Context: an optimization exercise on an open-source flow, tuned for small area. The choices shown serve that exercise and are no tape-out recipe. At most, simulation tests tie the RTL to the original design; equivalence was not proved. No functional check of the RTL was part of runs 6 and 7. Power and IR drop assume default switching activity.

--- flow/config.mk ---
export PLATFORM = sky130hd
export DESIGN_NAME = alu_6_bit
export DESIGN_NICKNAME = alu_6_bit
export VERILOG_FILES = /design/flow/design.v
export SDC_FILE = /design/flow/constraint.sdc
export NUM_CORES = 4
export LEC_CHECK = 0
export ABC_AREA = 1
export CAP_MARGIN = 0
export CORE_MARGIN = 2
export CORE_UTILIZATION = 55
export GPL_TIMING_DRIVEN = 0
export SLEW_MARGIN = 0
--- flow/constraint.sdc ---
create_clock -name core_clock -period 10.0 [get_ports {CLK_I}]
set_input_delay 2.0000 -clock core_clock [delete_from_list [all_inputs] [get_ports {CLK_I}]]
set_output_delay 2.0000 -clock core_clock [all_outputs]
set_load 0.01 [all_outputs]
--- flow/design.v ---
module alu_6_bit(
  input         CLK_I,
  input         RST_N_I,
  input  [5:0]  DATA_IN_1_I,
  input  [5:0]  DATA_IN_2_I,
  input  [5:0]  CONTROL_I,
  input         EN_I,
  output [11:0] DATA_OUT_O,
  output        DONE_O,
  output        BUSY_O
);
reg  [2:0]  st_r;
reg         pre_en_r;
reg  [11:0] res_r;
reg  [11:0] data_out_r;
wire [5:0] a = DATA_IN_1_I;
wire [5:0] b = DATA_IN_2_I;
wire [5:0] c = CONTROL_I;
wire idle  = ~st_r[2] | (st_r[1] & st_r[0]);
wire sel   = st_r[2] & ~st_r[1];
wire exec  = st_r[2] & st_r[1] & ~st_r[0];
wire start = idle & EN_I & ~pre_en_r;
wire valid = (c[5:4] == 2'b00) && (c[3:0] != 4'd0) && (c[3:0] <= 4'd12);
wire op_add = c[3:0] == 4'd1;
wire op_sub = c[3:0] == 4'd2;
wire op_mul = c[3:0] == 4'd3;
wire op_div = c[3:0] == 4'd4;
wire op_and = c[3:0] == 4'd5;
wire op_or  = c[3:0] == 4'd6;
wire op_not = c[3:0] == 4'd7;
wire op_xor = c[3:0] == 4'd8;
wire op_shl = c[3:0] == 4'd9;
wire op_shr = c[3:0] == 4'd10;
wire op_rr  = c[3:0] == 4'd11;
wire op_rl  = c[3:0] == 4'd12;
wire op_sh  = op_shl | op_shr | op_rr | op_rl;
wire [2:0] bm6 = b % 6'd6;
wire       left = op_shl | op_rl;
wire [2:0] ramt = op_sh & ~op_rr & ~op_rl & (b >= 6'd6) ? 3'd7 : (op_shl | op_shr) ? b[2:0] : bm6;
wire [2:0] damt = left ? ramt : ((ramt == 3'd0) ? 3'd0 : 3'd6 - ramt);
wire [5:0] onehot = (ramt == 3'd7) ? 6'd0 : (6'd1 << damt);
wire       op_as = op_add | op_sub;
wire       op_lg = op_and | op_or | op_xor;
wire       inj   = op_as | op_lg;
wire [5:0] m = op_sh ? onehot : inj ? 6'd1 : b;
wire [5:0] bx = b ^ {6{op_sub}};
wire       c0 = op_as & (op_sub ? (a[0] | ~b[0]) : (a[0] & b[0]));
wire [5:0] pp [0:5];
wire [5:0] s  [0:5];
wire [5:0] cc [0:5];
wire [11:0] p;
genvar i, j;
generate
  for (i = 0; i < 6; i = i + 1) begin : g_pp
    for (j = 0; j < 6; j = j + 1) begin : g_pj
      if (i == 1 && j < 5) begin : g_as
        assign pp[i][j] = (a[j] & m[i]) | (bx[j+1] & inj);
      end else if (i == 0 && j == 0) begin : g_b0
        assign pp[i][j] = (a[j] & m[i]) ^ (b[0] & inj);
      end else begin : g_mul
        assign pp[i][j] = a[j] & m[i];
      end
    end
  end
  assign s[0]  = pp[0];
  assign cc[0] = {5'd0, c0};
  for (i = 1; i < 6; i = i + 1) begin : g_row
    for (j = 0; j < 6; j = j + 1) begin : g_col
      wire x = pp[i][j];
      wire y = (j < 5) ? s[i-1][j+1] : 1'b0;
      wire z = cc[i-1][j];
      assign s[i][j]  = x ^ y ^ z;
      assign cc[i][j] = (x & y) | (z & (x ^ y));
    end
  end
  for (i = 0; i < 6; i = i + 1) begin : g_lo
    assign p[i] = s[i][0];
  end
endgenerate
wire [5:0] fc;
assign fc[0] = 1'b0;
generate
  for (j = 0; j < 5; j = j + 1) begin : g_fin
    wire x = s[5][j+1];
    wire z = cc[5][j];
    assign p[6+j]  = x ^ z ^ fc[j];
    assign fc[j+1] = (x & z) | (fc[j] & (x ^ z));
  end
endgenerate
assign p[11] = fc[5] ^ cc[5][5];
wire [5:0] q;
wire [5:0] bz;    
assign bz[0] = 1'b1;
generate
  for (i = 1; i < 6; i = i + 1) begin : g_bz
    assign bz[i] = bz[i-1] & ~b[6-i];
  end
endgenerate
wire [5:0] rm [0:6];
assign rm[6] = 6'd0;
generate
  for (i = 5; i >= 0; i = i - 1) begin : g_div
    localparam integer W = 6 - i;           
    wire [W-1:0] r = {rm[i+1][W-2 >= 0 ? W-2 : 0:0], a[i]};
    wire [W:0]   bw;                       
    wire [W-1:0] d;
    assign bw[0] = 1'b0;
    for (j = 0; j < W; j = j + 1) begin : g_b
      assign d[j]    = r[j] ^ b[j] ^ bw[j];
      assign bw[j+1] = (~r[j] & b[j]) | (bw[j] & ~(r[j] ^ b[j]));
    end
    assign q[i] = bz[W-1 < 5 ? 6 - W : 0] & ~bw[W];
    if (W < 6) begin : g_r
      wire [W-1:0] nr = r ^ ({W{q[i]}} & (b[W-1:0] ^ bw[W-1:0]));
      assign rm[i] = {{(6-W){1'b0}}, nr};
    end else begin : g_r0
      assign rm[i] = 6'd0;
    end
  end
endgenerate
wire ld = ~sel;
wire k_and = (op_and | op_or) & ld;
wire k_xor = (op_or | op_xor) & ld;
wire k_not = op_not & ld;
wire e_lo  = (op_mul | op_as | op_shl | op_rr | op_rl | (op_shr & (b == 6'd0))) & ld;
wire e_hi  = (op_shr | op_rr | op_rl) & ld;
wire e_div = op_div & ld;
wire e_mul = (op_mul | op_add) & ld;
wire e_up  = op_mul & ld;
wire fill  = k_not | (op_sub & ld & ~p[6]);
wire [5:0] xor_v = {s[1][4:0], p[0]};
wire [5:0] and_v = {cc[1][4:0], a[0] & b[0]};
wire [5:0] logic_r = (and_v & {6{k_and}}) | (xor_v & {6{k_xor}}) | (~a & {6{k_not}});
wire [11:0] alu;
wire [11:0] hold = res_r & {12{sel}};
assign alu[5:0]  = (p[5:0] & {6{e_lo}}) | (p[11:6] & {6{e_hi}}) |
                   (q & {6{e_div}}) | logic_r | hold[5:0];
assign alu[6]    = (p[6] & e_mul) | fill | hold[6];
assign alu[11:7] = (p[11:7] & {5{e_up}}) | {5{fill}} | hold[11:7];
always @(posedge CLK_I) begin
  pre_en_r <= RST_N_I & EN_I;
  res_r <= alu;
  if (~RST_N_I)
    st_r <= 3'b000;
  else if (start)
    st_r <= {2'b10, ~valid};
  else if (sel)
    st_r <= {2'b11, st_r[0]};
  else
    st_r <= 3'b001;
  data_out_r <= (res_r & {12{RST_N_I & exec}}) | (data_out_r & {12{RST_N_I & (sel | start)}});
end
assign DATA_OUT_O = data_out_r;
assign BUSY_O     = st_r[2];
assign DONE_O     = ~st_r[2] & st_r[0];
endmodule
--- flow/flow/run.sh ---
#!/bin/bash
# Layout flow: the standard synthesis; then the combinational cells are
# re-mapped for area with yosys/abc in a few variants (registers keep their
# cells and names), the smallest variant is proven equivalent to the standard
# netlist and replaces it; then the standard layout from floorplan on,
# with plain buffers (buf_1) on the ports and a clock tree without dummy
# loads. Each tool's output goes to its own log file in this folder.
set -euo pipefail
here=$(pwd)
export BUFFER_PORTS_ARGS="-buffer_cell sky130_fd_sc_hd__buf_1"
export CTS_ARGS="-root_buf sky130_fd_sc_hd__clkbuf_8 -buf_list sky130_fd_sc_hd__clkbuf_8 -dont_use_dummy_load -sink_buffer_max_cap_derate 3.0 -repair_clock_nets"
bash standard.sh synth > log_synth.txt 2>&1

res=$(ls -d "$here"/orfs/results/*/alu_6_bit/base)
lib=$FLOW_HOME/platforms/$FLOW_PLATFORM/lib/sky130_fd_sc_hd__tt_025C_1v80.lib
cp "$res/1_2_yosys.v" "$here/std_1_2_yosys.v"
python3 "$here/flow/mkmap.py" "$lib" "$here/comb_map.v" > log_mkmap.txt 2>&1
dontuse=$(sed -n '/DONT_USE_CELLS/,/^$/p' "$FLOW_HOME/platforms/$FLOW_PLATFORM/config.mk" | grep -o 'sky130_fd_sc_hd__[a-z0-9_]*' | sed 's/^/-dont_use /' | tr '\n' ' ')
fill() {  # fill TEMPLATE OUT VARIANT EXTRAMAP
  sed -e "s|{LIB}|$lib|g" -e "s|{NET}|$here/std_1_2_yosys.v|" -e "s|{TOP}|$FLOW_TOP|g" \
      -e "s|{MAP}|$here/comb_map.v|" -e "s|{EXTRAMAP}|$4|" -e "s|{SEQ}|$here/flow/cells_seq.v|" \
      -e "s|{DONTUSE}|$dontuse|" -e "s|{ABC}|$here/flow/resyn.abc|" \
      -e "s|{STAT}|$here/resyn_$3_stat.txt|" -e "s|{OUT}|$here/resyn_$3.v|" "$1" > "$2"
}
fill "$here/flow/resyn.ys" "$here/resyn_keep.ys" keep ""
fill "$here/flow/resyn.ys" "$here/resyn_ha.ys" ha "-map $here/flow/cells_ha.v"
fill "$here/flow/resyn.ys" "$here/resyn_all.ys" all "-map $here/flow/cells_adders.v"
for v in keep ha all; do
  ( yosys -s "$here/resyn_$v.ys" > "log_resyn_$v.txt" 2>&1 || rm -f "$here/resyn_$v.v" ) &
done
wait
best=""; best_area=""
for v in keep ha all; do
  [[ -s "$here/resyn_$v.v" && -s "$here/resyn_${v}_stat.txt" ]] || continue
  a=$(grep 'Chip area' "$here/resyn_${v}_stat.txt" | awk '{print $NF}')
  echo "$v $a" >> log_choice.txt
  if [[ -z "$best" ]] || awk -v x="$a" -v y="$best_area" 'BEGIN{exit !(x<y)}'; then best=$v; best_area=$a; fi
done
if [[ -n "$best" ]]; then
  fill "$here/flow/equiv.ys" "$here/equiv_run.ys" "$best" ""
  if timeout 1200 yosys -s "$here/equiv_run.ys" > log_equiv.txt 2>&1; then
    cp "$here/resyn_$best.v" "$res/1_2_yosys.v"
    rm -f "$res/1_synth.odb" "$res/1_synth.sdc"
    echo "used $best ($best_area), proven equivalent" >> log_choice.txt
  else
    echo "$best not proven equivalent, keeping the standard netlist" >> log_choice.txt
  fi
else
  echo "re-mapping failed, keeping the standard netlist" >> log_choice.txt
fi
bash standard.sh > log_layout.txt 2>&1
--- flow/flow/cells_adders.v ---
(* techmap_celltype = "sky130_fd_sc_hd__fa_1" *)
module _tm_fa(A, B, CIN, COUT, SUM); input A, B, CIN; output COUT, SUM;
assign SUM = A ^ B ^ CIN; assign COUT = (A & B) | (CIN & (A ^ B)); endmodule
(* techmap_celltype = "sky130_fd_sc_hd__ha_1" *)
module _tm_ha(A, B, COUT, SUM); input A, B; output COUT, SUM;
assign SUM = A ^ B; assign COUT = A & B; endmodule
--- flow/flow/cells_ha.v ---
(* techmap_celltype = "sky130_fd_sc_hd__ha_1" *)
module _tm_ha(A, B, COUT, SUM); input A, B; output COUT, SUM;
assign SUM = A ^ B; assign COUT = A & B; endmodule
--- flow/flow/cells_seq.v ---
(* techmap_celltype = "sky130_fd_sc_hd__fa_1" *)
module _tm_fa(A, B, CIN, COUT, SUM); input A, B, CIN; output COUT, SUM;
assign SUM = A ^ B ^ CIN; assign COUT = (A & B) | (CIN & (A ^ B)); endmodule
(* techmap_celltype = "sky130_fd_sc_hd__ha_1" *)
module _tm_ha(A, B, COUT, SUM); input A, B; output COUT, SUM;
assign SUM = A ^ B; assign COUT = A & B; endmodule
(* techmap_celltype = "sky130_fd_sc_hd__conb_1" *)
module _tm_conb(HI, LO); output HI, LO; assign HI = 1'b1; assign LO = 1'b0; endmodule
(* techmap_celltype = "sky130_fd_sc_hd__dfxtp_1" *)
module _tm_dfxtp(CLK, D, Q); input CLK, D; output reg Q; always @(posedge CLK) Q <= D; endmodule
(* techmap_celltype = "sky130_fd_sc_hd__edfxtp_1" *)
module _tm_edfxtp(CLK, D, DE, Q); input CLK, D, DE; output reg Q; always @(posedge CLK) if (DE) Q <= D; endmodule
--- flow/flow/equiv.ys ---
# Proves the re-mapped netlist equivalent to the standard synthesis's netlist,
# with the registers paired by name.
read_liberty -lib {LIB}
read_verilog {NET}
rename {TOP} gold
read_verilog {OUT}
rename {TOP} gate
techmap -autoproc -map {MAP} -map {SEQ}
opt_clean
techmap
opt_clean
equiv_make gold gate equiv
hierarchy -top equiv
equiv_simple -seq 2
equiv_induct
equiv_status -assert
--- flow/flow/mkmap.py ---
# Writes a yosys techmap file that turns each single-output combinational cell
# of the liberty file (except the adder cells) back into its boolean function.
import re, sys
lib, out = sys.argv[1], sys.argv[2]
t = open(lib).read()
starts = [(m.group(1), m.end()) for m in re.finditer(r'\n\s*cell\s*\(\s*"?(\w+)"?\s*\)\s*\{', t)]
mods = []
for i, (name, st) in enumerate(starts):
    en = starts[i + 1][1] if i + 1 < len(starts) else len(t)
    body = t[st:en]
    if re.search(r'\b(ff|latch|statetable)\s*\(', body) or '__fa_' in name or '__ha_' in name:
        continue
    ins, outs = [], []
    for pn, pb in re.findall(r'pin\s*\(\s*"?(\w+)"?\s*\)\s*\{(.*?)\n\s{8}\}', body, re.S):
        d = re.search(r'direction\s*:\s*"?(\w+)"?', pb)
        if not d:
            continue
        if d.group(1) == 'input':
            ins.append(pn)
        elif d.group(1) == 'output':
            f = re.search(r'function\s*:\s*"([^"]*)"', pb)
            if f:
                outs.append((pn, f.group(1)))
    if len(outs) != 1:
        continue
    o, f = outs[0]
    f = f.replace('!', '~').replace('*', '&').replace('+', '|')
    mods.append('(* techmap_celltype = "%s" *)\nmodule _tm_%s(%s);\n%s\noutput %s;\nassign %s = %s;\nendmodule\n'
                % (name, name, ', '.join(ins + [o]), '\n'.join('input %s;' % x for x in ins), o, o, f))
open(out, 'w').write('\n'.join(mods))
--- flow/flow/resyn.abc ---
strash
&get -n
&deepsyn -T 60
&put
dch
map -a
mfs2
strash
dch
map -a
topo
--- flow/flow/resyn.ys ---
# Re-maps the combinational cells of the standard synthesis for area. The
# flip-flops keep their cells and names; {EXTRAMAP} maps the adder cells
# that are turned into plain logic too (the others are kept).
read_liberty -lib {LIB}
read_verilog -defer {NET}
hierarchy -top {TOP}
techmap -map {MAP} {EXTRAMAP}
techmap
opt
abc -liberty {LIB} {DONTUSE} -script {ABC}
opt_clean -purge
hilomap -singleton -hicell sky130_fd_sc_hd__conb_1 HI -locell sky130_fd_sc_hd__conb_1 LO
rename -enumerate -pattern _rs%_
check -assert -mapped
tee -o {STAT} stat -liberty {LIB}
write_verilog -noattr -nohex -nodec {OUT}
--- flow/standard.sh ---
#!/bin/bash
# synth_recipe.tcl (not shown) runs the flow's synth.tcl, then flattens the netlist and writes it again
# the make line also repeats each setting of config.mk as NAME=value (left out here)
make -C /OpenROAD-flow-scripts/flow DESIGN_CONFIG=/design/flow/config.mk WORK_HOME=/design/flow/orfs CLKGATE_MAP_FILE= SYNTH_SCRIPT=/design/flow/synth_recipe.tcl "${@:-finish}"
==> run summary, run 1 <==
synthesized area per cell=6.798 um2; net count after synthesis=between 400 and 500; Die W=73.43 um; HPWL Detailed=around 5700 um; synth warn=1; mapped cell area=0.002651 mm2; gate count after technology mapping=390; Die Y=around 73 um; Stopped at=4_1_cts; port bufs=34; Halt Reason=[ERROR CTS-0109] sink_buffer_max_cap_derate needs to be between 0 and 1.0.; FP Rows=25; gpl congestion=between 0.9 and 1; Initial Util=between 50% and 60%; status=aborted with a tool error; IO Pins=35
==> power by group through the flow <==
stage	registers (uW)	logic (uW)	clock network, uW
3_5_place_dp	138	196	0
2_1_floorplan	136	141	0
3_3_place_gp	137	190	0
==> per-stage QoR <==
stage	cells	cell area, um2	setup slack, ps
2_1_floorplan	390	2651	2034
3_3_place_gp	478	2846	957.2
3_5_place_dp	478	2846	916.1
==> worst max-delay path by stage <==
stage                       end  cells past startpoint            from  slack [ps]
2_1_floorplan  res_r[4]$_DFF_P_                     29    CONTROL_I[1]        2030
3_3_place_gp   res_r[4]$_DFF_P_                     30    CONTROL_I[1]         960
3_5_place_dp   res_r[4]$_DFF_P_                     32  DATA_IN_2_I[1]         920
==> run 2: changes to the inputs <==
--- a/flow/flow/run.sh
+++ b/flow/flow/run.sh
@@ -8,7 +8,7 @@
 set -euo pipefail
 here=$(pwd)
 export BUFFER_PORTS_ARGS="-buffer_cell sky130_fd_sc_hd__buf_1"
-export CTS_ARGS="-root_buf sky130_fd_sc_hd__clkbuf_8 -buf_list sky130_fd_sc_hd__clkbuf_8 -dont_use_dummy_load -sink_buffer_max_cap_derate 3.0 -repair_clock_nets"
+export CTS_ARGS="-root_buf sky130_fd_sc_hd__clkbuf_16 -buf_list sky130_fd_sc_hd__clkbuf_16 -dont_use_dummy_load -sink_buffer_max_cap_derate 3.0 -repair_clock_nets"
 bash standard.sh synth > log_synth.txt 2>&1
 
 res=$(ls -d "$here"/orfs/results/*/alu_6_bit/base)
==> run 2 against run 1 <==
Effect of this change: the flow again stops in 4_1_cts; area after synthesis did not move; synthesized cell count did not move.
==> run summary, run 2 <==
status=aborted with a tool error; Stopped at=4_1_cts; Halt Reason=[ERROR CTS-0109] sink_buffer_max_cap_derate needs to be between 0 and 1.0.; mapped cell area=between 0.002 and 0.003 mm2; port bufs=34; Initial Util=a little under three fifths; FP Rows=25; synth warn=1; Die Y=about 73 um; HPWL Detailed=~5700 um; synthesized area per cell=between 6 and 7 um2; gpl congestion=around 0.92; IO Pins=35; net count after synthesis=between 400 and 500; Die W=around 73 um; gate count after technology mapping=slightly below 400
run 2: how the worst max path moves through the flow:
stage | start | endpoint | slack (ps) | cells after the start
floorplan | CONTROL_I[1] | res_r[4]$_DFF_P_ | 2030 | 29
global placement | CONTROL_I[1] | res_r[4]$_DFF_P_ | 960 | 30
detailed placement | DATA_IN_2_I[1] | res_r[4]$_DFF_P_ | 920 | 32
run 2: power groups by stage:
stage | Clock, uW | Sequential [uW] | Combinational (uW)
floorplan | 0 | 136 | 141
detailed placement | 0 | 138 | 196
global placement | 0 | 137 | 190
run 2: through the flow:
| step | hold WS (ps) | setup WS (ps) | instances | cell area (um2) |
|---|---|---|---|---|
| floorplan | 441.7 | 2034 | 390 | 2651 |
| global placement | 435.1 | 957.2 | 478 | 2846 |
| detailed placement | 443.3 | 916.1 | 478 | 2846 |
==> run 3: changes to the inputs <==
--- a/flow/design.v
+++ b/flow/design.v
@@ -11,7 +11,7 @@
 );
 reg  [2:0]  st_r;
 reg         pre_en_r;
-reg  [11:0] res_r;
+reg  [11:0] res_n;    
 reg  [11:0] data_out_r;
 wire [5:0] a = DATA_IN_1_I;
 wire [5:0] b = DATA_IN_2_I;
@@ -132,14 +132,14 @@
 wire [5:0] and_v = {cc[1][4:0], a[0] & b[0]};
 wire [5:0] logic_r = (and_v & {6{k_and}}) | (xor_v & {6{k_xor}}) | (~a & {6{k_not}});
 wire [11:0] alu;
-wire [11:0] hold = res_r & {12{sel}};
+wire [11:0] hold = ~res_n & {12{sel}};
 assign alu[5:0]  = (p[5:0] & {6{e_lo}}) | (p[11:6] & {6{e_hi}}) |
                    (q & {6{e_div}}) | logic_r | hold[5:0];
 assign alu[6]    = (p[6] & e_mul) | fill | hold[6];
 assign alu[11:7] = (p[11:7] & {5{e_up}}) | {5{fill}} | hold[11:7];
 always @(posedge CLK_I) begin
   pre_en_r <= RST_N_I & EN_I;
-  res_r <= alu;
+  res_n <= ~alu;
   if (~RST_N_I)
     st_r <= 3'b000;
   else if (start)
@@ -148,7 +148,7 @@
     st_r <= {2'b11, st_r[0]};
   else
     st_r <= 3'b001;
-  data_out_r <= (res_r & {12{RST_N_I & exec}}) | (data_out_r & {12{RST_N_I & (sel | start)}});
+  data_out_r <= (~res_n & {12{RST_N_I & exec}}) | (data_out_r & {12{RST_N_I & (sel | start)}});
 end
 assign DATA_OUT_O = data_out_r;
 assign BUSY_O     = st_r[2];
--- a/flow/flow/run.sh
+++ b/flow/flow/run.sh
@@ -8,7 +8,7 @@
 set -euo pipefail
 here=$(pwd)
 export BUFFER_PORTS_ARGS="-buffer_cell sky130_fd_sc_hd__buf_1"
-export CTS_ARGS="-root_buf sky130_fd_sc_hd__clkbuf_16 -buf_list sky130_fd_sc_hd__clkbuf_16 -dont_use_dummy_load -sink_buffer_max_cap_derate 3.0 -repair_clock_nets"
+export CTS_ARGS="-root_buf sky130_fd_sc_hd__clkbuf_8 -buf_list sky130_fd_sc_hd__clkbuf_8 -dont_use_dummy_load -repair_clock_nets"
 bash standard.sh synth > log_synth.txt 2>&1
 
 res=$(ls -d "$here"/orfs/results/*/alu_6_bit/base)
==> run 3 against run 2 <==
Effect of this change: now clean on timing, DRC and antenna; area after synthesis fell by 0.14%; synthesized cell count fell by 1.8%.
==> run summary, run 3 <==
crit path launch type=input pin; final worst slack=approximately 970 ps; Hold Crit Class=flop to flop; die footprint=0.005385 mm2; Max H-tree Level=1; Max Fclk=around 0.11 GHz; Starting DRT DRC Count=210; CTS buffer count=3; Ant. Diodes=0; synthesized area per cell=~7 um2; gate count after technology mapping=approximately 380; PostCTS Resize Cnt=0; port bufs=34; IO Pins=35; slowest CP cell=fa_1; Initial Util=56.43%; drt via density=5.707; Slew @ Worst Pin=831.4 ps; WP data required=between 10000 and 15000 ps; Die W=between 70 and 80 um; clock buffer depth=2; RSZ-0062 raised after global routing=false; net count after synthesis=around 430; fin crit share=between 90 and 100%; post-CTS setup buffer count=0; worst vdd ir=0.00006827 V; status=complete, no violations; CTS tree=yes; CP endpoint kind=flop; drt pass-1 iters=4; cell leakage power=between 0.001 and 0.0015 uW; Final Hold Fails=0; Die Y=between 70 and 80 um; FP Rows=25; synth warn=1; clock root buffer=clkbuf_8; TNS Setup=0 ps; Antenna Nets Post-Route=0; Max-slew headroom=a little over two fifths; mapped cell area=0.002648 mm2; first-pass GRT wire length=about 11000 um; total gr overflow=0; Largest regs=data_out_r (12), res_n (12), st_r (3); arrival time at the worst endpoint=just over 9000 ps; routed wire length=6704 um; post-layout min period=between 9000 and 10000 ps; Fillers=470; crit path max fanout=10; Sequential cell area=560.5 um2; HPWL Detailed=5693 um; fin nets=between 400 and 500; gpl congestion=0.9458; area of the multi-input gates=0.001847 mm2; pin count of the biggest net entering global routing=17; antenna violations before repair=0; Post-Place Worst Slack=734.4 ps; layout cells sized above 1=under 10%; Vias=roughly 2.7k; gr usage total=about 27%; kind of critical path=input pin to flop; Cell Pwr Density=125.6 mW/mm2; Slew Limit Fails=0; clock-pin slew on the worst setup and hold paths=about 90 ps; worst skew pair latency=between 200 and 300 ps; Finish-stage setup viols=0; commonest non-fill, non-tap cells in the layout=67 x nor2_1, 64 x clkinv_1, 58 x nand2_1; Power Total=between 300 and 400 uW; WHS=between 400 and 500 ps; Crit path top cell by count=fa_1; vias in the first global route=roughly 2.4k; WL per Instance=roughly 14 um; max incr delay on CP=between 500 and 600 ps; CTS Sinks=28; CTS Hold Bufs=0; drc violations=0; core region area=between 0.004 and 0.005 mm2; commonest non-fill, non-tap cell in the layout=nor2_1; Layout area overhead=8.932%; Fin Clk Skew=around 17 ps; max_cap viols=0
==> run 3: critical path, delay by kind of cell <==
| family | cells | cell delay (ps) |
|---|---|---|
| buf+inv | 6 | 1090 |
| xor+xnor | 1 | 220 |
| simple gates | 5 | 1000 |
| fa+ha+maj | 8 | 3230 |
| compound gates | 7 | 1650 |
==> run 3: worst paths after layout <==
| check | start | endpoint | slack (ps) | cells after the start |
|---|---|---|---|---|
| min reg2reg | res_n[7]$_DFF_P_ | data_out_r[7]$_DFF_P_ | 450 | 1 |
| max | DATA_IN_2_I[1] | res_n[4]$_DFF_P_ | 970 | 27 |
| min | res_n[7]$_DFF_P_ | data_out_r[7]$_DFF_P_ | 450 | 1 |
| max reg2reg | st_r[2]$_SDFF_PN0_ | res_n[4]$_DFF_P_ | 7390 | 9 |
==> run 3: area by class of cell <==
cell class              count  share of cell area [%]
clock buffers               3                   1.432
multi-input cells         291                   64.03
flip-flops and latches     28                   19.44
well taps                  54                   2.343
inverters                  64                   8.330
repair buffers             34                   4.425
==> run 3: power by group <==
group | total (uW) | switching, uW | internal (uW) | leakage (uW)
Sequential | 134 | 7.35 | 127 | 0.000230
Clock | 55.8 | 28.9 | 26.9 | 0.0000216
Combinational | 173 | 109 | 63.7 | 0.000775
Total | 362 | 145 | 217 | 0.00103
==> run 3: through the flow <==
stage,instances,util [%],area [um2]
finish,474,61.47,2884
global route,474,61.47,2884
CTS,474,61.47,2884
detailed placement,471,60.59,2843
global placement,471,60.59,2843
floorplan,383,-,2648
==> run 3: per-layer routing <==
metal / track usage [%] / vias up / part of all wire (%)
met5: 0 / - / 0
met4: 6.869 / 0 / 1.7
met3: 1.372 / 8 / 5.8
met2: 46.05 / 102 / 48
met1: 37.76 / 1233 / 44
li1: - / 1362 / -
==> run 4: changes to the inputs <==
--- a/flow/flow/run.sh
+++ b/flow/flow/run.sh
@@ -14,23 +14,32 @@
 res=$(ls -d "$here"/orfs/results/*/alu_6_bit/base)
 lib=$FLOW_HOME/platforms/$FLOW_PLATFORM/lib/sky130_fd_sc_hd__tt_025C_1v80.lib
 cp "$res/1_2_yosys.v" "$here/std_1_2_yosys.v"
+mkdir -p "$here/flip8"
 python3 "$here/flow/mkmap.py" "$lib" "$here/comb_map.v" > log_mkmap.txt 2>&1
 dontuse=$(sed -n '/DONT_USE_CELLS/,/^$/p' "$FLOW_HOME/platforms/$FLOW_PLATFORM/config.mk" | grep -o 'sky130_fd_sc_hd__[a-z0-9_]*' | sed 's/^/-dont_use /' | tr '\n' ' ')
-fill() {  # fill TEMPLATE OUT VARIANT EXTRAMAP
+fill() {  # fill TEMPLATE OUT VARIANT EXTRAMAP [ABC_SCRIPT]
   sed -e "s|{LIB}|$lib|g" -e "s|{NET}|$here/std_1_2_yosys.v|" -e "s|{TOP}|$FLOW_TOP|g" \
       -e "s|{MAP}|$here/comb_map.v|" -e "s|{EXTRAMAP}|$4|" -e "s|{SEQ}|$here/flow/cells_seq.v|" \
-      -e "s|{DONTUSE}|$dontuse|" -e "s|{ABC}|$here/flow/resyn.abc|" \
+      -e "s|{DONTUSE}|$dontuse|" -e "s|{ABC}|$here/flow/${5:-resyn.abc}|" \
       -e "s|{STAT}|$here/resyn_$3_stat.txt|" -e "s|{OUT}|$here/resyn_$3.v|" "$1" > "$2"
 }
 fill "$here/flow/resyn.ys" "$here/resyn_keep.ys" keep ""
 fill "$here/flow/resyn.ys" "$here/resyn_ha.ys" ha "-map $here/flow/cells_ha.v"
 fill "$here/flow/resyn.ys" "$here/resyn_all.ys" all "-map $here/flow/cells_adders.v"
-for v in keep ha all; do
+fill "$here/flow/resyn.ys" "$here/resyn_ha8.ys" ha8 "-map $here/flow/cells_ha.v" resyn_t8.abc
+fill "$here/flow/resyn.ys" "$here/resyn_ha20.ys" ha20 "-map $here/flow/cells_ha.v" resyn_t20.abc
+for v in keep ha all ha8 ha20; do
   ( yosys -s "$here/resyn_$v.ys" > "log_resyn_$v.txt" 2>&1 || rm -f "$here/resyn_$v.v" ) &
 done
+( python3 "$here/flow/flip.py" "$here/std_1_2_yosys.v" "$lib" "$here/comb_map.v" "$here/flow/cells_ha.v" \
+    "$dontuse" "$here/flow" "$here/resyn_flip.v" "$here/resyn_flip_stat.txt" "$here" \
+    > log_flip_run.txt 2>&1 || rm -f "$here/resyn_flip.v" ) &
+( FLIP_ABC=resyn_t8.abc python3 "$here/flow/flip.py" "$here/std_1_2_yosys.v" "$lib" "$here/comb_map.v" "$here/flow/cells_ha.v" \
+    "$dontuse" "$here/flow" "$here/resyn_flip8.v" "$here/resyn_flip8_stat.txt" "$here/flip8" \
+    > log_flip8_run.txt 2>&1 || rm -f "$here/resyn_flip8.v" ) &
 wait
 best=""; best_area=""
-for v in keep ha all; do
+for v in keep ha all ha8 ha20 flip flip8; do
   [[ -s "$here/resyn_$v.v" && -s "$here/resyn_${v}_stat.txt" ]] || continue
   a=$(grep 'Chip area' "$here/resyn_${v}_stat.txt" | awk '{print $NF}')
   echo "$v $a" >> log_choice.txt
==> flow/flow/cells_fa_flip.v (new file) <==
(* techmap_celltype = "sky130_fd_sc_hd__fa_1" *)
module _tm_fa_flip(A, B, CIN, COUT, SUM); input A, B, CIN; output COUT, SUM;
wire ns, nc;
FA_FLIP _TECHMAP_REPLACE_ (.A(~A), .B(~B), .CIN(~CIN), .COUT(nc), .SUM(ns));
assign SUM = ~ns; assign COUT = ~nc;
endmodule
==> flow/flow/cells_fa_flip_bb.v (new file) <==
(* blackbox *)
module FA_FLIP(A, B, CIN, COUT, SUM); input A, B, CIN; output COUT, SUM; endmodule
==> flow/flow/fast.abc (new file) <==
strash
dch
map -a
mfs2
strash
dch
map -a
topo
==> flow/flow/flip.py (new file) <==
# Picks which full-adder cells to use with all inputs and outputs inverted (a
# full adder gives inverted outputs for inverted inputs), so that fewer
# inverters are needed around them: a greedy search with a quick abc script,
# then the final re-mapping with the full script. Writes OUT and STAT.
import os, re, subprocess, sys
net, lib, cmap, hamap, dontuse, flow, out, stat, work = sys.argv[1:10]
names = re.findall(r'sky130_fd_sc_hd__fa_1\s+(\S+)\s*\(', open(net).read())
log = open(os.path.join(work, 'log_flip.txt'), 'w')

def run(flip, script, outfile=None):
    sel = ' '.join('c:' + n.replace('\\', '\\\\') for n in sorted(flip))
    fl = ('techmap -map %s/cells_fa_flip.v %s; ' % (flow, sel)) if flip else ''
    st = os.path.join(work, 'flip_tmp.stat')
    if os.path.exists(st):
        os.remove(st)
    cmd = ('read_liberty -lib %s; read_verilog %s; read_verilog -lib %s/cells_fa_flip_bb.v; '
           'hierarchy -top %s; %stechmap -map %s -map %s; techmap; opt; '
           'abc -liberty %s %s -script %s; opt_clean -purge; '
           'chtype -map FA_FLIP sky130_fd_sc_hd__fa_1; '
           'hilomap -singleton -hicell sky130_fd_sc_hd__conb_1 HI -locell sky130_fd_sc_hd__conb_1 LO; '
           'rename -enumerate -pattern _rs%%_; check -assert -mapped; tee -o %s stat -liberty %s'
           % (lib, net, flow, os.environ['FLOW_TOP'], fl, cmap, hamap, lib, dontuse, script, st, lib))
    if outfile:
        cmd += '; write_verilog -noattr -nohex -nodec %s' % outfile
    r = subprocess.run(['yosys', '-q', '-p', cmd], stdout=subprocess.PIPE, stderr=subprocess.STDOUT, text=True)
    log.write(r.stdout[-2000:])
    if r.returncode != 0 or not os.path.exists(st):
        return None
    return float(re.search(r'Chip area.*?([\d.]+)\s*$', open(st).read(), re.M).group(1))

fast = os.path.join(flow, 'fast.abc')
flip = set()
best = run(flip, fast)
log.write('base %s, %d full adders\n' % (best, len(names)))
for _ in range(2):
    better = False
    for n in names:
        a = run(flip ^ {n}, fast)
        if a is not None and best is not None and a < best - 0.01:
            best, flip, better = a, flip ^ {n}, True
            log.write('flip %s -> %s\n' % (n, a))
    if not better:
        break
log.write('flipped: %s\n' % ' '.join(sorted(flip)))
a = run(flip, os.path.join(flow, os.environ.get('FLIP_ABC', 'resyn.abc')), out)
if a is not None:
    open(stat, 'w').write("   Chip area for module '\\%s': %s\n" % (os.environ['FLOW_TOP'], a))
==> flow/flow/resyn_t20.abc (new file) <==
strash
&get -n
&deepsyn -T 20
&put
dch
map -a
mfs2
strash
dch
map -a
topo
==> flow/flow/resyn_t8.abc (new file) <==
strash
&get -n
&deepsyn -T 8
&put
dch
map -a
mfs2
strash
dch
map -a
topo
==> run 4 against run 3 <==
Effect of this change: still clean on timing, DRC and antenna; wire length is 1.6% higher; clock-buffer cell count stayed put; clock skew is 16 ps lower; die area is 1.9% lower; sequential share of layout area is 0.38 points higher; setup slack better by 46 ps; maximum frequency is 0.51% higher; clock power is 3% higher; sequential power is 7% higher; combinational power is 9% higher; critical endpoint unchanged.
==> run summary, run 4 <==
status=complete, no violations; vias in the first global route=~2.5k; port bufs=34; core region area=~0.0044 mm2; net count after synthesis=roughly 420; die footprint=between 0.005 and 0.006 mm2; Slew @ Worst Pin=slightly above 800 ps; Antenna Nets Post-Route=0; Fin Clk Skew=between 0.8 and 0.9 ps; clock-pin slew on the worst setup and hold paths=80 ps; Worst Hold Depth=1; final worst slack=1018 ps; Die Y=roughly 73 um; TNS Setup=0 ps; Worst R2R Start=st_r[2]$_SDFF_PN0_; Final Hold Fails=0; CP endpoint kind=flop; Cell Pwr Density=137.6 mW/mm2; synth warn=1; IO Pins=35; layout cells sized above 1=less than 1%; non-filler cells, final=roughly 470; r2r endpoint=res_n[1]$_DFF_P_; gate count after technology mapping=378; first-pass GRT wire length=between 10000 and 15000 um; pin count of the biggest net entering global routing=16; FP Rows=24; drc violations=0; Finish-stage setup viols=0; Initial Util=a little under 60%; Starting DRT DRC Count=180; top sig layer=met4; arrival time at the worst endpoint=around 9100 ps; Slew Limit Fails=0; antenna violations before repair=0; worst skew pair latency=270 ps; clock buffer depth=2; Die W=72.69 um; CTS tree=yes; Layout area overhead=9.016%; Max-slew headroom=between 40 and 50%; CTS Hold Bufs=0; drt via density=about 5.8; routed wire length=roughly 7000 um; Crit path top cell by count=fa_1; gr usage total=28.20%; Vias=approximately 2.7k; Sequential cell area=between 500 and 600 um2; post-layout min period=8982 ps; PostCTS Resize Cnt=0; Fillers=about 450; worst vdd ir=about 0.000053 V; fin nets=approximately 460; gpl congestion=slightly below 1; kind of critical path=input pin to flop; synthesized area per cell=~6.9 um2; post-CTS setup buffer count=0; drt pass-1 iters=5; max incr delay on CP=~550 ps; WL per Instance=14.59 um; Hold Crit Class=flop to flop; sink of the worst hold path=data_out_r[7]$_DFF_P_; CTS buffer count=3; M1 wire length=slightly above 3000 um; RSZ-0062 raised after global routing=false; CTS Sinks=28; area of the multi-input gates=between 0.0015 and 0.002 mm2; commonest non-fill, non-tap cells in the layout=69 x nor2_1, 66 x nand2_1, 60 x clkinv_1; R2R Setup Slk=a little over 7000 ps; Max H-tree Level=1; Max Fclk=around 0.11 GHz; Post-Place Worst Slack=a little over 800 ps; mapped cell area=around 0.0026 mm2; HPWL Detailed=roughly 5700 um; max_cap viols=0; WP data required=~10000 ps; WHS=~450 ps; startpoint of the worst hold path=res_n[7]$_DFF_P_; Ant. Diodes=0; fin crit share=between 80% and 90%; crit path launch type=input pin; crit path max fanout=10; Largest regs=data_out_r (12), res_n (12), st_r (3); met3 WL=394 um; placed insts=about 460; clock root buffer=clkbuf_8; utilization after layout=a little under two thirds; slowest CP cell=fa_1; metal2 WL=approximately 3200 um; cell leakage power=just over 0.001 uW; total gr overflow=0; commonest non-fill, non-tap cell in the layout=nor2_1; cells on worst reg2reg path=10
-- run 4: changes by cell type in the layout (fill, tap and decap cells not counted), moves of 4 or more --
cell,delta
a211oi_1,-4
o22ai_1,+6
nor3_1,-6
xor2_1,-4
clkinv_1,-4
a21oi_1,-4
nand2_1,+8
-- run 4: cell type report --
| type | instances | area share, % |
|---|---|---|
| multi-input combinational | 290 | 63.95 |
| sequential | 28 | 19.81 |
| inverter | 60 | 7.961 |
| timing repair buffer | 34 | 4.511 |
| tap | 52 | 2.300 |
| clock buffer | 3 | 1.460 |
-- run 4: worst max path at each step --
stage                    from               end  slack [ps]  cells after the start
3_5_place_dp   DATA_IN_2_I[2]  res_n[4]$_DFF_P_         810                     30
2_1_floorplan  DATA_IN_2_I[3]  res_n[4]$_DFF_P_        2150                     30
4_1_cts        DATA_IN_2_I[2]  res_n[4]$_DFF_P_        1060                     30
5_1_grt        DATA_IN_2_I[2]  res_n[4]$_DFF_P_         410                     30
3_3_place_gp   DATA_IN_2_I[2]  res_n[4]$_DFF_P_         990                     30
6_report       DATA_IN_2_I[2]  res_n[4]$_DFF_P_        1020                     30
-- run 4: where the power goes --
| part | switching, uW | total (uW) | internal (uW) |
|---|---|---|---|
| Combinational | 120 | 189 | 68.9 |
| Sequential | 10.9 | 143 | 132 |
| Clock | 30.5 | 57.5 | 27.0 |
-- run 4: per-stage QoR --
step                total power, uW  instance area, um2
floorplan                     277.5                2595
global placement              328.4                2788
detailed placement            334.5                2788
CTS                           391.3                2829
global route                  423.9                2829
finish                        389.3                2829
-- run 4: worst max-delay path, delay by kind of cell --
family | cells | cell delay (ps)
simple gates | 10 | 1500
fa+ha+maj | 8 | 3320
buf+inv | 6 | 1110
compound gates | 6 | 1190
-- run 4: layer usage --
metal / vias to the layer above / GRT usage (%)
li1: 1360 / -
met1: 1258 / 38.12
met2: 98 / 48.28
met3: 9 / 1.796
met4: 0 / 9.053
met5: - / 0
==> run 5: changes to the inputs <==
--- a/flow/design.v
+++ b/flow/design.v
@@ -11,7 +11,7 @@
 );
 reg  [2:0]  st_r;
 reg         pre_en_r;
-reg  [11:0] res_n;    
+reg  [11:0] res_r;
 reg  [11:0] data_out_r;
 wire [5:0] a = DATA_IN_1_I;
 wire [5:0] b = DATA_IN_2_I;
@@ -132,14 +132,14 @@
 wire [5:0] and_v = {cc[1][4:0], a[0] & b[0]};
 wire [5:0] logic_r = (and_v & {6{k_and}}) | (xor_v & {6{k_xor}}) | (~a & {6{k_not}});
 wire [11:0] alu;
-wire [11:0] hold = ~res_n & {12{sel}};
+wire [11:0] hold = res_r & {12{sel}};
 assign alu[5:0]  = (p[5:0] & {6{e_lo}}) | (p[11:6] & {6{e_hi}}) |
                    (q & {6{e_div}}) | logic_r | hold[5:0];
 assign alu[6]    = (p[6] & e_mul) | fill | hold[6];
 assign alu[11:7] = (p[11:7] & {5{e_up}}) | {5{fill}} | hold[11:7];
 always @(posedge CLK_I) begin
   pre_en_r <= RST_N_I & EN_I;
-  res_n <= ~alu;
+  res_r <= alu;
   if (~RST_N_I)
     st_r <= 3'b000;
   else if (start)
@@ -148,7 +148,7 @@
     st_r <= {2'b11, st_r[0]};
   else
     st_r <= 3'b001;
-  data_out_r <= (~res_n & {12{RST_N_I & exec}}) | (data_out_r & {12{RST_N_I & (sel | start)}});
+  data_out_r <= (res_r & {12{RST_N_I & exec}}) | (data_out_r & {12{RST_N_I & (sel | start)}});
 end
 assign DATA_OUT_O = data_out_r;
 assign BUSY_O     = st_r[2];
==> run 5 against run 4 <==
Effect of this change: still clean on timing, DRC and antenna; flip-flop and latch count unchanged; area after synthesis is 1.5% higher; wire length decreased by 2.2%; power fell by 3.4%; clock skew increased by 18 ps; hold slack improved by 5.9 ps; die area grew 1.4%; utilization down 2.1 points; clock power rose by 2%; maximum frequency increased by 5.9%; global-route usage fell by 0.83 points; critical path depth down 3; largest cell class unchanged.
==> run summary, run 5 <==
GR peak layer=met2; slowest CP cell=a221oi_1; CTS Sinks=28; IO Pins=35; cell leakage power=~0.001 uW; Worst Hold Depth=2; port bufs=34; sink of the worst hold path=data_out_r[6]$_DFF_P_; Slew Limit Fails=0; CTS buffer count=3; total gr overflow=0; net count after synthesis=between 400 and 500; routed wire length=approximately 6700 um; max incr delay on CP=around 500 ps; layout cells sized above 1=less than 1%; drc violations=0; pin count of the biggest net entering global routing=17; commonest non-fill, non-tap cells in the layout=74 x nor2_1, 70 x clkinv_1, 62 x nand2_1; die footprint=0.005358 mm2; mapped cell area=between 0.002 and 0.003 mm2; clock-pin slew on the worst setup and hold paths=about 100 ps; crit path max fanout=13; arrival time at the worst endpoint=8630 ps; synth warn=1; Power Total=376.0 uW; crit path launch type=input pin; worst skew pair latency=between 200 and 300 ps; Fin Clk Skew=19.28 ps; Max H-tree Level=1; drt via density=~5.7; Max-slew headroom=45.72%; Die W=approximately 73 um; TNS Setup=0 ps; Finish-stage setup viols=0; r2r endpoint=res_r[8]$_DFF_P_; gpl congestion=0.9279; Layout area overhead=8.979%; gate count after technology mapping=384; clock buffer depth=2; RSZ-0062 raised after global routing=false; fin nets=469; Cell Pwr Density=roughly 130 mW/mm2; post-CTS setup buffer count=0; vias in the first global route=2437; Max Fclk=0.1179 GHz; Slew @ Worst Pin=around 800 ps; startpoint of the worst hold path=data_out_r[6]$_DFF_P_; kind of critical path=input pin to flop; PostCTS Resize Cnt=0; fin crit share=between 80 and 90%; Final Hold Fails=0; drt pass-1 iters=5; Initial Util=between 50 and 60%; Starting DRT DRC Count=about 200; CP endpoint kind=flop; HPWL Detailed=between 5000 and 6000 um; Die Y=~73 um; R2R Setup Slk=about 7800 ps; CTS Hold Bufs=0; antenna violations before repair=0; status=complete, no violations; Largest regs=data_out_r (12), res_r (12), st_r (3); WHS=between 400 and 500 ps; max_cap viols=0; FP Rows=25; CP top delay family=adder cells; post-layout min period=8480 ps; Ant. Diodes=0; clock root buffer=clkbuf_8; Fillers=about 480; GR met1 Demand/Resource=a little under two fifths; core region area=~0.0047 mm2; met2 Track Usage GR=46.05%; first-pass GRT wire length=~11000 um; cells on worst reg2reg path=7; WP data required=just over 10000 ps; Crit path top cell by count=fa_1; worst path buffer plus inverter count=6; met3 Usage GRT=1.796%; CTS tree=yes; Worst R2R Start=st_r[2]$_SDFF_PN0_; Hold Crit Class=flop to flop; Vias=around 2.7k; Critical Path Stages=27; WL per Instance=14.03 um; worst vdd ir=just under 0.00005 V; gr usage total=27.36%; synthesized area per cell=between 6 and 7 um2; Antenna Nets Post-Route=0; commonest non-fill, non-tap cell in the layout=nor2_1
-- run 5: cell count changes in the layout (fill, tap and decap cells not counted), sizes merged, moves of 3 or more --
cell	before	now
o22ai	15	6
clkinv	60	70
o21ai	33	30
a22oi	6	9
nor2	69	74
xor2	4	10
o2111ai	0	4
a221oi	3	6
nand2	66	62
-- run 5: how the worst max path moves through the flow --
stage	end	slack (ps)	from
floorplan	res_r[5]$_DFF_P_	2280	DATA_IN_2_I[3]
global placement	res_r[5]$_DFF_P_	1320	DATA_IN_2_I[1]
detailed placement	res_r[5]$_DFF_P_	1240	DATA_IN_2_I[1]
CTS	res_r[5]$_DFF_P_	1540	DATA_IN_2_I[1]
global route	res_r[5]$_DFF_P_	820	DATA_IN_2_I[1]
finish	res_r[5]$_DFF_P_	1520	DATA_IN_2_I[1]
-- run 5: cell type report --
class,instances,area (um2),area share [%]
tap,54,67.56,2.354
clock buffer,3,41.29,1.439
sequential,28,560.5,19.53
inverter,70,262.8,9.154
multi-input combinational,286,1810,63.08
timing repair buffer,34,127.6,4.446
-- run 5: layer usage --
| layer | routed length, um | share of wire, % |
|---|---|---|
| met1 | 2991 | 45 |
| met2 | 3160 | 47 |
| met3 | 355 | 5.3 |
| met4 | 159 | 2.4 |
| met5 | 0 | 0 |
-- run 5: metrics by stage --
| step | instance area (um2) | util [%] | cells | setup slack [ps] |
|---|---|---|---|---|
| floorplan | 2634 | - | 384 | 2276 |
| global placement | 2829 | 60.70 | 472 | 1318 |
| detailed placement | 2829 | 60.70 | 472 | 1240 |
| CTS | 2870 | 61.58 | 475 | 1541 |
| global route | 2870 | 61.58 | 475 | 822.6 |
| finish | 2870 | 61.58 | 475 | 1520 |
-- run 5: worst register-to-register path, stage by stage, from the launching register on --
cell	delay, ps
dfxtp_1	390
clkinv_1	80
nor2_1	500
nor2_1	220
nand2_1	200
nor2_1	120
nor2_1	370
o221ai_1	200
-- run 5: power by group --
group	switching (uW)	leakage, uW	internal (uW)	total (uW)
sequential	6.69	0.000230	128	135
combinational	117	0.000753	65.7	183
clock	31.4	0.0000216	27.0	58.4
total	155	0.00100	221	376
==> run 6: changes to the inputs <==
--- a/flow/design.v
+++ b/flow/design.v
@@ -104,14 +104,14 @@
     wire [W-1:0] r = {rm[i+1][W-2 >= 0 ? W-2 : 0:0], a[i]};
     wire [W:0]   bw;                       
     wire [W-1:0] d;
-    assign bw[0] = 1'b0;
+    assign bw[0] = 1'b1;    
     for (j = 0; j < W; j = j + 1) begin : g_b
-      assign d[j]    = r[j] ^ b[j] ^ bw[j];
-      assign bw[j+1] = (~r[j] & b[j]) | (bw[j] & ~(r[j] ^ b[j]));
+      assign d[j]    = r[j] ^ ~b[j] ^ bw[j];
+      assign bw[j+1] = (r[j] & ~b[j]) | (bw[j] & (r[j] ^ ~b[j]));
     end
-    assign q[i] = bz[W-1 < 5 ? 6 - W : 0] & ~bw[W];
+    assign q[i] = bz[W-1 < 5 ? 6 - W : 0] & bw[W];
     if (W < 6) begin : g_r
-      wire [W-1:0] nr = r ^ ({W{q[i]}} & (b[W-1:0] ^ bw[W-1:0]));
+      wire [W-1:0] nr = r ^ ({W{q[i]}} & ~(b[W-1:0] ^ bw[W-1:0]));
       assign rm[i] = {{(6-W){1'b0}}, nr};
     end else begin : g_r0
       assign rm[i] = 6'd0;
==> run 6 against run 5 <==
Effect of this change: register-to-register slack worse by 560 ps; largest power group unchanged; final cell count up 0.84%; final area up 0.57%; setup slack worse by 410 ps.
==> run summary, run 6 <==
status=complete, no violations; max_cap viols=0; Finish-stage setup viols=0; WL per Instance=about 14 um; r2r endpoint=res_r[4]$_DFF_P_; PostCTS Resize Cnt=0; Max-slew headroom=39.53%; mapped cell area=about 0.0027 mm2; Max Fclk=approximately 0.11 GHz; slowest CP cell=nor3_1; Antenna Nets Post-Route=0; RSZ-0062 raised after global routing=false; core region area=0.004692 mm2; clock root buffer=clkbuf_8; CP top delay family=adder cells; Hold Crit Class=flop to flop; antenna violations before repair=0; drc violations=0; fin nets=473; non-filler cells, final=roughly 480; TNS Setup=0 ps; crit path launch type=input pin; gpl congestion=slightly above 0.9; Internal Power=between 200 and 250 uW; Vias=2733; HPWL Detailed=between 5000 and 6000 um; fin crit share=roughly nine tenths; worst path buffer plus inverter count=7; drt pass-1 iters=4; drt via density=5.706; Critical Path Stages=27; kind of critical path=input pin to flop; clock buffer depth=2; critical path startpoint=DATA_IN_2_I[1]; first-pass GRT wire length=between 10000 and 15000 um; post-CTS setup buffer count=0; CTS Hold Bufs=0; Slew Limit Fails=0; Cell Pwr Density=between 100 and 150 mW/mm2; Slew @ Worst Pin=approximately 900 ps; CTS Sinks=28; cells on worst reg2reg path=8; CTS tree=yes; Ant. Diodes=0; worst vdd ir=approximately 0.000056 V; IO Pins=35; worst skew pair latency=about 270 ps; Starting DRT DRC Count=139; sw power=between 100 and 150 uW; Clk pwr share=approximately 15%; WP data required=about 10000 ps; arrival time at the worst endpoint=about 9000 ps; Die W=~73 um; FP Rows=25; R2R Setup Slk=~7300 ps; gr usage total=approximately 28%; synthesized area per cell=between 6 and 7 um2; synth warn=1; Final Hold Fails=0; sequential share of power=approximately 37%; cell leakage power=0.001052 uW; commonest non-fill, non-tap cell in the layout=clkinv_1; port bufs=34; Layout area overhead=8.924%; placed insts=between 400 and 500; pin count of the biggest net entering global routing=17; CTS buffer count=3; CP endpoint kind=flop; Worst R2R Start=st_r[2]$_SDFF_PN0_; post-layout min period=slightly below 9000 ps; layout cells sized above 1=less than 1%; Initial Util=56.48%; switching share of power=between 40 and 50%; net count after synthesis=about 430; max incr delay on CP=about 700 ps; vias in the first global route=~2.5k; Crit path top cell by count=fa_1; utilization after layout=just over 60%; routed wire length=6842 um; gate count after technology mapping=388; Largest regs=data_out_r (12), res_r (12), st_r (3); Fin Clk Skew=13.78 ps; Max H-tree Level=1; Critical Path End=res_r[5]$_DFF_P_; clock-pin slew on the worst setup and hold paths=about 90 ps; crit path max fanout=12; commonest non-fill, non-tap cells in the layout=70 x clkinv_1, 67 x nor2_1, 65 x nand2_1; Die Y=between 70 and 80 um; Combinational Power Share=roughly 48%; total gr overflow=0; die footprint=between 0.005 and 0.006 mm2
## run 6: how the worst min path moves through the flow
stage                                start                      to  slack (ps)  cells past startpoint
floorplan                res_r[11]$_DFF_P_  data_out_r[11]$_DFF_P_         440                      2
global placement     data_out_r[9]$_DFF_P_   data_out_r[9]$_DFF_P_         440                      2
detailed placement   data_out_r[8]$_DFF_P_   data_out_r[8]$_DFF_P_         440                      2
CTS                 data_out_r[11]$_DFF_P_  data_out_r[11]$_DFF_P_         460                      2
global route         data_out_r[3]$_DFF_P_   data_out_r[3]$_DFF_P_         480                      2
finish              data_out_r[11]$_DFF_P_  data_out_r[11]$_DFF_P_         450                      2
## run 6: metrics by stage
step	instance area [um2]	setup WS (ps)	total power (uW)	hold slack [ps]
global route	2887	476.0	402.3	480.5
CTS	2887	1097	371.6	463.2
global placement	2845	843.2	310.4	435.3
floorplan	2650	2266	264.2	441.5
detailed placement	2845	811.1	315.2	442.9
finish	2887	1114	368.8	454.7
## run 6: layout make-up
type                    instances  area, um2
clock buffers                   3      41.29
fillers                       474       1805
inverters                      70      262.8
multi-input cells             290       1827
flip-flops and latches         28      560.5
well taps                      54      67.56
repair buffers                 34      127.6
## run 6: worst register-to-register path, stage by stage, from the launching register on
cell	delay [ps]
dfxtp_1	360
clkinv_1	110
nor2_1	630
nor2_1	120
nand2_1	190
clkinv_1	80
nor4_1	770
clkinv_1	240
o211ai_1	210
## run 6: metal layers
| layer | routed length [um] | global-route usage, % |
|---|---|---|
| met5 | 0 | 0 |
| met4 | 211 | 10.51 |
| met3 | 437 | 2.195 |
| met2 | 3265 | 46.55 |
| met1 | 2928 | 36.96 |
## run 6: power groups by stage
| stage | clock network, uW | logic (uW) | registers, uW |
|---|---|---|---|
| 2_1_floorplan | 0 | 128 | 136 |
| 5_1_grt | 63.7 | 202 | 137 |
| 3_3_place_gp | 0 | 173 | 137 |
| 4_1_cts | 58.7 | 178 | 135 |
| 3_5_place_dp | 0 | 177 | 138 |
| 6_report | 56.2 | 178 | 135 |
==> run 7: changes to the inputs <==
--- a/flow/design.v
+++ b/flow/design.v
@@ -11,7 +11,7 @@
 );
 reg  [2:0]  st_r;
 reg         pre_en_r;
-reg  [11:0] res_r;
+reg  [11:0] res_n;    
 reg  [11:0] data_out_r;
 wire [5:0] a = DATA_IN_1_I;
 wire [5:0] b = DATA_IN_2_I;
@@ -132,14 +132,14 @@
 wire [5:0] and_v = {cc[1][4:0], a[0] & b[0]};
 wire [5:0] logic_r = (and_v & {6{k_and}}) | (xor_v & {6{k_xor}}) | (~a & {6{k_not}});
 wire [11:0] alu;
-wire [11:0] hold = res_r & {12{sel}};
+wire [11:0] hold = ~res_n & {12{sel}};
 assign alu[5:0]  = (p[5:0] & {6{e_lo}}) | (p[11:6] & {6{e_hi}}) |
                    (q & {6{e_div}}) | logic_r | hold[5:0];
 assign alu[6]    = (p[6] & e_mul) | fill | hold[6];
 assign alu[11:7] = (p[11:7] & {5{e_up}}) | {5{fill}} | hold[11:7];
 always @(posedge CLK_I) begin
   pre_en_r <= RST_N_I & EN_I;
-  res_r <= alu;
+  res_n <= ~alu;
   if (~RST_N_I)
     st_r <= 3'b000;
   else if (start)
@@ -148,7 +148,7 @@
     st_r <= {2'b11, st_r[0]};
   else
     st_r <= 3'b001;
-  data_out_r <= (res_r & {12{RST_N_I & exec}}) | (data_out_r & {12{RST_N_I & (sel | start)}});
+  data_out_r <= (~res_n & {12{RST_N_I & exec}}) | (data_out_r & {12{RST_N_I & (sel | start)}});
 end
 assign DATA_OUT_O = data_out_r;
 assign BUSY_O     = st_r[2];
==> run 7 against run 6 <==
Effect of this change: clock skew is 11 ps lower; highest routed layer unchanged; still clean; sequential power is 3% higher; final cell count is 1.5% lower; power is 5.4% higher; wire length is 1.3% lower.
==> run summary, run 7 <==
status=complete, no violations; drc violations=0; net count after synthesis=about 430; Clk pwr share=14.5%; die footprint=~0.0053 mm2; CTS tree=yes; FP Rows=25; vias in the first global route=between 2k and 2.5k; first-pass GRT wire length=about 12000 um; commonest non-fill, non-tap cells in the layout=76 x nor2_1, 66 x clkinv_1, 49 x nand2_1; Slew Limit Fails=0; max_cap viols=0; Die Y=73 um; CTS Sinks=28; WL per Instance=roughly 14 um; Max H-tree Level=1; cells on worst reg2reg path=9; gate count after technology mapping=381; Starting DRT DRC Count=between 150 and 200; Antenna Nets Post-Route=0; IO Pins=35; Fillers=roughly 480; fin nets=~470; post-layout min period=about 9000 ps; Max Fclk=0.1114 GHz; Final Hold Fails=0; RSZ-0062 raised after global routing=false; metal2 WL=approximately 3200 um; Combinational Power Share=between 40% and 50%; core region area=between 0.004 and 0.005 mm2; Slew @ Worst Pin=roughly 800 ps; top sig layer=met4; routed wire length=between 6000 and 7000 um; HPWL Detailed=~5700 um; antenna violations before repair=0; WP data required=a little over 10000 ps; total gr overflow=0; pin count of the biggest net entering global routing=16; gr usage total=27.74%; Cell Pwr Density=136.2 mW/mm2; worst vdd ir=about 0.000063 V; sw power=between 150 and 200 uW; Die W=around 73 um; clock root buffer=clkbuf_8; PostCTS Resize Cnt=0; sequential share of power=between 30% and 40%; M1 wire length=3083 um; layout cells sized above 1=1.914%; non-filler cells, final=around 470; gpl congestion=about 0.94; mapped cell area=0.002619 mm2; met3 WL=around 340 um; Ant. Diodes=0; Max-slew headroom=45.81%; Initial Util=a little under three fifths; CTS Hold Bufs=0; Worst R2R Start=st_r[2]$_SDFF_PN0_; sink of the worst hold path=data_out_r[4]$_DFF_P_; post-CTS setup buffer count=0; synthesized area per cell=6.873 um2; max incr delay on CP=around 530 ps; Hold Crit Class=flop to flop; Largest regs=data_out_r (12), res_n (12), st_r (3); CTS buffer count=3; drt pass-1 iters=5; Worst Hold Depth=1; switching share of power=between 40% and 50%; fin crit share=around nine tenths; port bufs=34; CP endpoint kind=flop; slowest CP cell=fa_1; Crit path top cell by count=fa_1; Vias=about 2.6k; commonest non-fill, non-tap cell in the layout=nor2_1; crit path max fanout=10; Layout area overhead=9.030%; Finish-stage setup viols=0; kind of critical path=input pin to flop; worst skew pair latency=260 ps; TNS Setup=0 ps; placed insts=roughly 470; startpoint of the worst hold path=res_n[4]$_DFF_P_; drt via density=between 5 and 6; clock buffer depth=2; clock-pin slew on the worst setup and hold paths=80 ps; Internal Power=229.0 uW; R2R Setup Slk=between 7000 and 8000 ps; Fin Clk Skew=3.045 ps; synth warn=1; utilization after layout=61.26%; r2r endpoint=res_n[2]$_DFF_P_; arrival time at the worst endpoint=between 9000 and 10000 ps; cell leakage power=approximately 0.0010 uW; crit path launch type=input pin
==> run 7: cell types whose count changed in the layout (fill, tap and decap cells not counted), moves of 3 or more <==
cell / before / now
o22ai_1: 7 / 11
o221ai_1: 10 / 3
nand3_1: 10 / 14
a22oi_1: 9 / 2
a21oi_1: 19 / 24
nand2_1: 65 / 49
nor2_1: 67 / 76
clkinv_1: 70 / 66
a31oi_1: 0 / 3
==> run 7: per-layer routing <==
layer	GRT usage, %	vias up
met2	47.15	94
met3	0.8287	12
met4	8.848	0
li1	-	1351
met1	38.16	1192
met5	0	-
==> run 7: worst max path at each step <==
| stage | start | end | slack [ps] | depth (start not counted) |
|---|---|---|---|---|
| CTS | DATA_IN_2_I[1] | res_n[4]$_DFF_P_ | 1020 | 28 |
| global placement | DATA_IN_2_I[1] | res_n[4]$_DFF_P_ | 870 | 28 |
| finish | DATA_IN_2_I[1] | res_n[4]$_DFF_P_ | 1020 | 28 |
| global route | DATA_IN_2_I[1] | res_n[4]$_DFF_P_ | 380 | 28 |
| detailed placement | DATA_IN_2_I[1] | res_n[4]$_DFF_P_ | 750 | 28 |
| floorplan | DATA_IN_2_I[1] | res_n[4]$_DFF_P_ | 1890 | 27 |
==> run 7: cell type report <==
class	count	area, um2	area share (%)
Sequential cell	28	560.5	19.63
Timing Repair Buffer	34	127.6	4.470
Multi-Input combinational cell	287	1810	63.41
Clock buffer	3	41.29	1.446
Inverter	66	247.7	8.677
Tap cell	54	67.56	2.366
==> run 7: power by group through the flow <==
stage / combinational [uW] / clock (uW) / sequential (uW)
2_1_floorplan: 143 / 0 / 139
3_3_place_gp: 192 / 0 / 141
3_5_place_dp: 194 / 0 / 142
4_1_cts: 194 / 58.4 / 139
5_1_grt: 221 / 63.6 / 142
6_report: 193 / 56.4 / 139
==> run 7: critical path: cells and delay by family <==
kind / cells / cell delay, ps
adder cells (fa/ha/maj): 8 / 3260
XOR/XNOR: 3 / 820
buffers and inverters: 6 / 910
AND/OR/NAND/NOR: 3 / 320
AO/OA/AOI/OAI: 8 / 1860
==> run 7: per-stage QoR <==
stage | worst slack (ps) | hold WS [ps] | total power [uW] | area (um2)
floorplan | 1888 | 421.2 | 281.6 | 2619
global placement | 873.7 | 433.1 | 332.6 | 2814
detailed placement | 751.4 | 443.4 | 335.8 | 2814
CTS | 1016 | 458.3 | 392.0 | 2855
global route | 379.0 | 472.1 | 426.2 | 2855
finish | 1019 | 455.7 | 388.9 | 2855
==> run 8: changes to the inputs <==
--- a/flow/design.v
+++ b/flow/design.v
@@ -104,14 +104,14 @@
     wire [W-1:0] r = {rm[i+1][W-2 >= 0 ? W-2 : 0:0], a[i]};
     wire [W:0]   bw;                       
     wire [W-1:0] d;
-    assign bw[0] = 1'b1;    
+    assign bw[0] = 1'b0;
     for (j = 0; j < W; j = j + 1) begin : g_b
-      assign d[j]    = r[j] ^ ~b[j] ^ bw[j];
-      assign bw[j+1] = (r[j] & ~b[j]) | (bw[j] & (r[j] ^ ~b[j]));
+      assign d[j]    = r[j] ^ b[j] ^ bw[j];
+      assign bw[j+1] = (~r[j] & b[j]) | (bw[j] & ~(r[j] ^ b[j]));
     end
-    assign q[i] = bz[W-1 < 5 ? 6 - W : 0] & bw[W];
+    assign q[i] = bz[W-1 < 5 ? 6 - W : 0] & ~bw[W];
     if (W < 6) begin : g_r
-      wire [W-1:0] nr = r ^ ({W{q[i]}} & ~(b[W-1:0] ^ bw[W-1:0]));
+      wire [W-1:0] nr = r ^ ({W{q[i]}} & (b[W-1:0] ^ bw[W-1:0]));
       assign rm[i] = {{(6-W){1'b0}}, nr};
     end else begin : g_r0
       assign rm[i] = 6'd0;
--- a/flow/flow/run.sh
+++ b/flow/flow/run.sh
@@ -8,7 +8,7 @@
 set -euo pipefail
 here=$(pwd)
 export BUFFER_PORTS_ARGS="-buffer_cell sky130_fd_sc_hd__buf_1"
-export CTS_ARGS="-root_buf sky130_fd_sc_hd__clkbuf_8 -buf_list sky130_fd_sc_hd__clkbuf_8 -dont_use_dummy_load -repair_clock_nets"
+export CTS_ARGS="-root_buf sky130_fd_sc_hd__clkbuf_8 -buf_list sky130_fd_sc_hd__clkbuf_4 -dont_use_dummy_load -repair_clock_nets"
 bash standard.sh synth > log_synth.txt 2>&1
 
 res=$(ls -d "$here"/orfs/results/*/alu_6_bit/base)
==> run 8 against run 7 <==
Effect of this change: die area down 0.85%; power increased by 0.12%; final area fell by 0.92%; utilization increased by 2.4 points; largest power group unchanged.
==> run summary, run 8 <==
status=complete, no violations; synthesized area per cell=6.865 um2; IO Pins=35; cells on worst reg2reg path=10; Slew Limit Fails=0; clock root buffer=clkbuf_8; slowest CP cell=fa_1; CP top delay family=adder cells; TNS Setup=0 ps; design area=0.002829 mm2; CP endpoint kind=flop; post-CTS setup buffer count=0; max incr delay on CP=550 ps; max_cap viols=0; crit path launch type=input pin; drt via density=~5.8; gate count after technology mapping=378; WHS=roughly 450 ps; first-pass GRT wire length=between 10000 and 15000 um; Finish-stage setup viols=0; die footprint=0.005284 mm2; drt pass-1 iters=5; r2r endpoint=res_n[1]$_DFF_P_; routed wire length=~7000 um; commonest non-fill, non-tap cells in the layout=69 x nor2_1, 66 x nand2_1, 60 x clkinv_1; pin count of the biggest net entering global routing=16; core region area=about 0.0044 mm2; CTS Hold Bufs=0; Fillers=454; total gr overflow=0; mapped cell area=between 0.002 and 0.003 mm2; FP Rows=24; clock-pin slew on the worst setup and hold paths=80 ps; gpl congestion=0.9879; utilization after layout=between 60% and 70%; WL per Instance=about 15 um; kind of critical path=input pin to flop; Layout area overhead=9.016%; HPWL Detailed=between 5000 and 6000 um; fin nets=roughly 460; clock buffer depth=2; RSZ-0062 raised after global routing=false; Post-Place Worst Slack=about 810 ps; Max-slew headroom=44.51%; CTS Sinks=28; port bufs=34; gr usage total=~28%; Max Fclk=0.1113 GHz; Ant. Diodes=0; drc violations=0; CTS buffer count=3; Vias=approximately 2.7k; R2R Setup Slk=between 7000 and 8000 ps; Antenna Nets Post-Route=0; net count after synthesis=424; Initial Util=58.39%; vias in the first global route=about 2.5k; fin crit share=around nine tenths; cell leakage power=a little over 0.001 uW; Slew @ Worst Pin=~830 ps; Die Y=approximately 73 um; Max H-tree Level=1; final worst slack=1018 ps; WP data required=around 10000 ps; post-layout min period=around 9000 ps; worst path buffer plus inverter count=6; Largest regs=data_out_r (12), res_n (12), st_r (3); crit path max fanout=10; PostCTS Resize Cnt=0; Critical Path Stages=30; Hold Crit Class=flop to flop; worst vdd ir=approximately 0.000053 V; antenna violations before repair=0; Worst R2R Start=st_r[2]$_SDFF_PN0_; Crit path top cell by count=fa_1; Starting DRT DRC Count=180; critical path startpoint=DATA_IN_2_I[2]; placed cell areas=~0.0028 mm2; Final Hold Fails=0; Fin Clk Skew=approximately 0.8 ps; Die W=72.69 um; worst skew pair latency=270 ps; Critical Path End=res_n[4]$_DFF_P_; Cell Pwr Density=between 100 and 150 mW/mm2; CTS tree=yes; layout cells sized above 1=0.7229%; synth warn=1; arrival time at the worst endpoint=9140 ps; commonest non-fill, non-tap cell in the layout=nor2_1
-- run 8: worst min path at each step --
stage	startpoint	end	slack (ps)	cells past startpoint
after floorplan	res_n[3]$_DFF_P_	data_out_r[3]$_DFF_P_	420	1
after global placement	data_out_r[4]$_DFF_P_	data_out_r[4]$_DFF_P_	440	2
after detailed placement	data_out_r[0]$_DFF_P_	data_out_r[0]$_DFF_P_	440	2
after CTS	res_n[8]$_DFF_P_	data_out_r[8]$_DFF_P_	460	1
after global routing	res_n[8]$_DFF_P_	data_out_r[8]$_DFF_P_	470	1
final	res_n[7]$_DFF_P_	data_out_r[7]$_DFF_P_	450	1
-- run 8: power breakdown --
group	switching, uW	internal, uW	total (uW)
sequential	10.9	132	143
combinational	120	68.9	189
clock	30.5	27.0	57.5
total	161	228	389
-- run 8: cell type report --
cell class	instances	area, um2	share of cell area, %
clock buffers	3	41.29	1.460
inverters	60	225.2	7.961
multi-input cells	290	1809	63.95
flip-flops and latches	28	560.5	19.81
well taps	52	65.06	2.300
repair buffers	34	127.6	4.511
-- run 8: layer usage --
layer	up-vias	share of wire, %	global-route usage [%]
li1	1360	-	-
met1	1258	45	38.12
met2	98	47	48.28
met3	9	5.8	1.796
met4	0	2.0	9.053
met5	-	0	0
-- run 8: through the flow --
| step | instances | total power [uW] |
|---|---|---|
| 3_3_place_gp | 464 | 328.4 |
| 4_1_cts | 467 | 391.3 |
| 5_1_grt | 467 | 423.9 |
| 3_5_place_dp | 464 | 334.5 |
| 2_1_floorplan | 378 | 277.5 |
| 6_report | 467 | 389.3 |

## afterwards: timing with drivers on the ports
The results above use ideal ports. As a check the final layouts listed here were re-extracted and re-timed, cells and wires unchanged. Step 1, drivers: a clkbuf_16 drives CLK_I and a buf_2 each remaining input, both assumed. Step 2, shift: input delay + t, output delay - t, t = (earliest + latest rising clock arrival at the registers) / 2. This alone moves slack from input paths to output paths. a / b / c = ideal ports / drivers / drivers and shift; a / b = the first two.
| run | t, ns | setup WS [ns] |
|---|---|---|
| run 3 | 0.280 | 0.972 / 0.972 / 0.692 |
| run 4 | 0.291 | 1.018 / 1.018 / 0.727 |
| run 5 | 0.293 | 1.520 / 1.523 / 1.230 |
| run 6 | 0.283 | 1.114 / 1.118 / 0.835 |
| run 7 | 0.284 | 1.019 / 1.025 / 0.740 |
| run 8 | 0.291 | 1.018 / 1.018 / 0.727 |
After both steps setup and hold are still met in every run listed.
